Context: an optimization exercise on an open-source flow, tuned for small area, a short achievable clock period and few clock cycles per item. The choices shown serve that exercise and are no tape-out recipe.
Function was checked by simulation only, so behaviour that the tests miss may differ from the original.

==> flow/design.v (excerpt) <==
module restoring_divider #(
  parameter DIV_WIDTH = 16
) (
  input                      clk,
  input                      rst_n,
  input                      start,
  input                      sign,
  input      [DIV_WIDTH-1:0] in1,
  input      [DIV_WIDTH-1:0] in2,
  output     [DIV_WIDTH-1:0] q,
  output     [DIV_WIDTH-1:0] r,
  output reg                 ready
);
  reg  [15:0] d_reg;      
  reg         aneg, bneg;
  reg  [15:0] r_reg;      
  reg  [15:0] a_reg;      
  reg  [4:0]  cnt;        
  reg         run, fix;
  reg         f_reg;      
  wire qneg = aneg ^ bneg;
  wire [19:0] x4 = {r_reg, a_reg[15:12]};
  reg  [15:0] tmask;      
  integer j;
  always @(*) begin
    for (j = 0; j < 16; j = j + 1)
      tmask[j] = ~|(d_reg >> (j + 1));
  end
  wire hi_set  = |x4[19:16] | |(x4[15:0] & tmask);
  wire lo_ones = &(x4[15:0] | tmask);
  wire skip    = ~hi_set & ~lo_ones & ~cnt[4] & ~(cnt[3] & cnt[2] & (cnt[1] | cnt[0]));
  wire [16:0] x   = {r_reg, a_reg[15]};
  wire [17:0] z   = {1'b0, x} + {2'b11, ~d_reg} + {17'd0, ~bneg};
  wire        qb  = ~z[17];
  wire [4:0]  cnt_n = cnt + (skip ? 5'd4 : 5'd1);
  wire        z_ones = &z[16:0];
  wire        sp  = aneg & f_reg;
  always @(posedge clk) begin
    d_reg <= in2 ^ {16{sign & in2[15]}};
    aneg  <= sign & in1[15];
    bneg  <= sign & in2[15];
    if (!rst_n) begin
      ready <= 1'b1;
      run   <= 1'b0;
      fix   <= 1'b0;
    end else if (ready) begin
      if (start) begin
        ready <= 1'b0;
        run   <= 1'b1;
        cnt   <= 5'd0;
        r_reg <= 16'd0;
        a_reg <= in1 ^ {16{sign & in1[15]}};
      end
    end else if (run) begin
      if (skip) begin
        r_reg <= x4[15:0];
        a_reg <= {a_reg[11:0], {4{qneg}}};
        f_reg <= 1'b0;
      end else begin
        r_reg <= qb ? z[15:0] : x[15:0];
        a_reg <= {a_reg[14:0], qb ^ qneg};
        f_reg <= z_ones | (f_reg & x[0]);
      end
      cnt <= cnt_n;
      if (cnt_n[4]) begin
        run   <= 1'b0;
        fix   <= aneg | bneg;
        ready <= ~(aneg | bneg);
      end
    end else if (fix) begin
      if (aneg) r_reg <= sp ? 16'd0 : ~r_reg;
      a_reg <= a_reg + {15'd0, sp ^ qneg};
      fix   <= 1'b0;
      ready <= 1'b1;
    end
  end
  assign q = a_reg;
  assign r = r_reg;
endmodule
Size: roughly 470 cells after synthesis, ~59 flip-flops.
clock: 15.0 ns
lec_check: 0
cap_margin: 20
core_margin: 2
core_utilization: 40
slew_margin: 20
standard.sh (not shown) runs the stock make flow with config.mk's settings and CLKGATE_MAP_FILE= SYNTH_SCRIPT=/design/flow/synth_recipe.tcl, a recipe that flattens the netlist after the stock synthesis.
==> flow/flow/run.sh <==
#!/bin/bash
# Standard ORFS layout (the standard.sh, standard synthesis), with two
# layout choices: plain buf_1 cells as the port buffers, and timing repair
# aiming for 10.7 ns of setup slack (a tighter target than the 15 ns clock
# needs). The SDC and clock period are unchanged. make's output goes to
# flow_make.log; each ORFS step keeps its own log under orfs/logs.
set -uo pipefail
bash standard.sh "BUFFER_PORTS_ARGS=-buffer_cell sky130_fd_sc_hd__buf_1" SETUP_SLACK_MARGIN=10.7 CTS_CLUSTER_SIZE=64 CTS_CLUSTER_DIAMETER=300 CTS_BUF_LIST=sky130_fd_sc_hd__clkbuf_16 finish > flow_make.log 2>&1
The starting point completed with no timing, DRC or antenna violations.
Testbench counts at the start, summed over its fixed seeds: cycles 18,830, items 1,600.
Next try:
--- a/flow/flow/run.sh
+++ b/flow/flow/run.sh
@@ -8 +8 @@
-bash standard.sh "BUFFER_PORTS_ARGS=-buffer_cell sky130_fd_sc_hd__buf_1" SETUP_SLACK_MARGIN=10.7 CTS_CLUSTER_SIZE=64 CTS_CLUSTER_DIAMETER=300 CTS_BUF_LIST=sky130_fd_sc_hd__clkbuf_16 finish > flow_make.log 2>&1
+bash standard.sh "BUFFER_PORTS_ARGS=-buffer_cell sky130_fd_sc_hd__buf_1" SETUP_SLACK_MARGIN=10.7 CORE_UTILIZATION=60 finish > flow_make.log 2>&1
Result:
- The new run ran to the end with no violations
- clock skew grows by 0.011 ns
- synthesized cell count stays the same
- flip-flop and latch count does not change
- via count grows by 3.7%
- cell area shrinks by 3.1%
- utilization grows by 22 points
Next try:
--- a/flow/flow/run.sh
+++ b/flow/flow/run.sh
@@ -8 +8 @@
-bash standard.sh "BUFFER_PORTS_ARGS=-buffer_cell sky130_fd_sc_hd__buf_1" SETUP_SLACK_MARGIN=10.7 CORE_UTILIZATION=60 finish > flow_make.log 2>&1
+bash standard.sh "BUFFER_PORTS_ARGS=-buffer_cell sky130_fd_sc_hd__buf_1" SETUP_SLACK_MARGIN=10.7 CTS_CLUSTER_SIZE=64 CTS_CLUSTER_DIAMETER=300 finish > flow_make.log 2>&1
After rerunning:
- The new run finished clean
- wire length is higher by 7.4%
- worst hold slack got worse by 0.012 ns
- clock-buffer cell count stays the same
- design area is higher by 1.1%
- setup slack gets better by 0.0051 ns
- fmax stays flat
Next try:
==> flow/flow/run.sh (replaced) <==
#!/bin/bash
# Standard ORFS layout (the standard.sh, standard synthesis), with two
# layout choices: plain buf_1 cells as the port buffers, and timing repair
# aiming for 10.5 ns of setup slack (a tighter target than the 15 ns clock
# needs). The SDC and clock period are unchanged. make's output goes to
# flow_make.log; each ORFS step keeps its own log under orfs/logs.
set -uo pipefail
bash standard.sh "BUFFER_PORTS_ARGS=-buffer_cell sky130_fd_sc_hd__buf_1" SETUP_SLACK_MARGIN=10.5  finish > flow_make.log 2>&1
Register-to-register slack got worse by 0.13 ns.
Clock skew is about the same.
Sequential cell count is unchanged.
Worst setup slack is worse by 0.0031 ns.

==> re-timing with driven ports <==
The flow's constraints put no driver on any port. The routed layouts listed below were extracted and timed again, unchanged, in two steps.
Step 1, drivers: a clkbuf_16 drives clk and a buf_2 each remaining input, both assumed.
Step 2 also shifts input and output timing later by t, the mid clock arrival at the registers, as if the neighbouring blocks saw the same clock.
Slacks: ideal / step 1 / step 2; pairs: ideal / step 1.
| run | t, ns | slack for setup (ns) | hold slack, ns |
|---|---|---|---|
| the first run | 0.366 | 10.832 / 10.795 / 10.690 | 0.508 / 0.508 / 0.508 |
| the second run | 0.372 | 10.805 / 10.775 / 10.503 | 0.522 / 0.522 / 0.522 |
| the third run | 0.386 | 10.810 / 10.776 / 10.707 | 0.510 / 0.510 / 0.510 |
| the fourth run | 0.386 | 10.807 / 10.773 / 10.442 | 0.510 / 0.510 / 0.510 |
After both steps setup and hold are still met in every run listed. The setup slack of the fourth run, which loses most, moves by -0.034 ns with the drivers and by -0.365 ns with both steps.
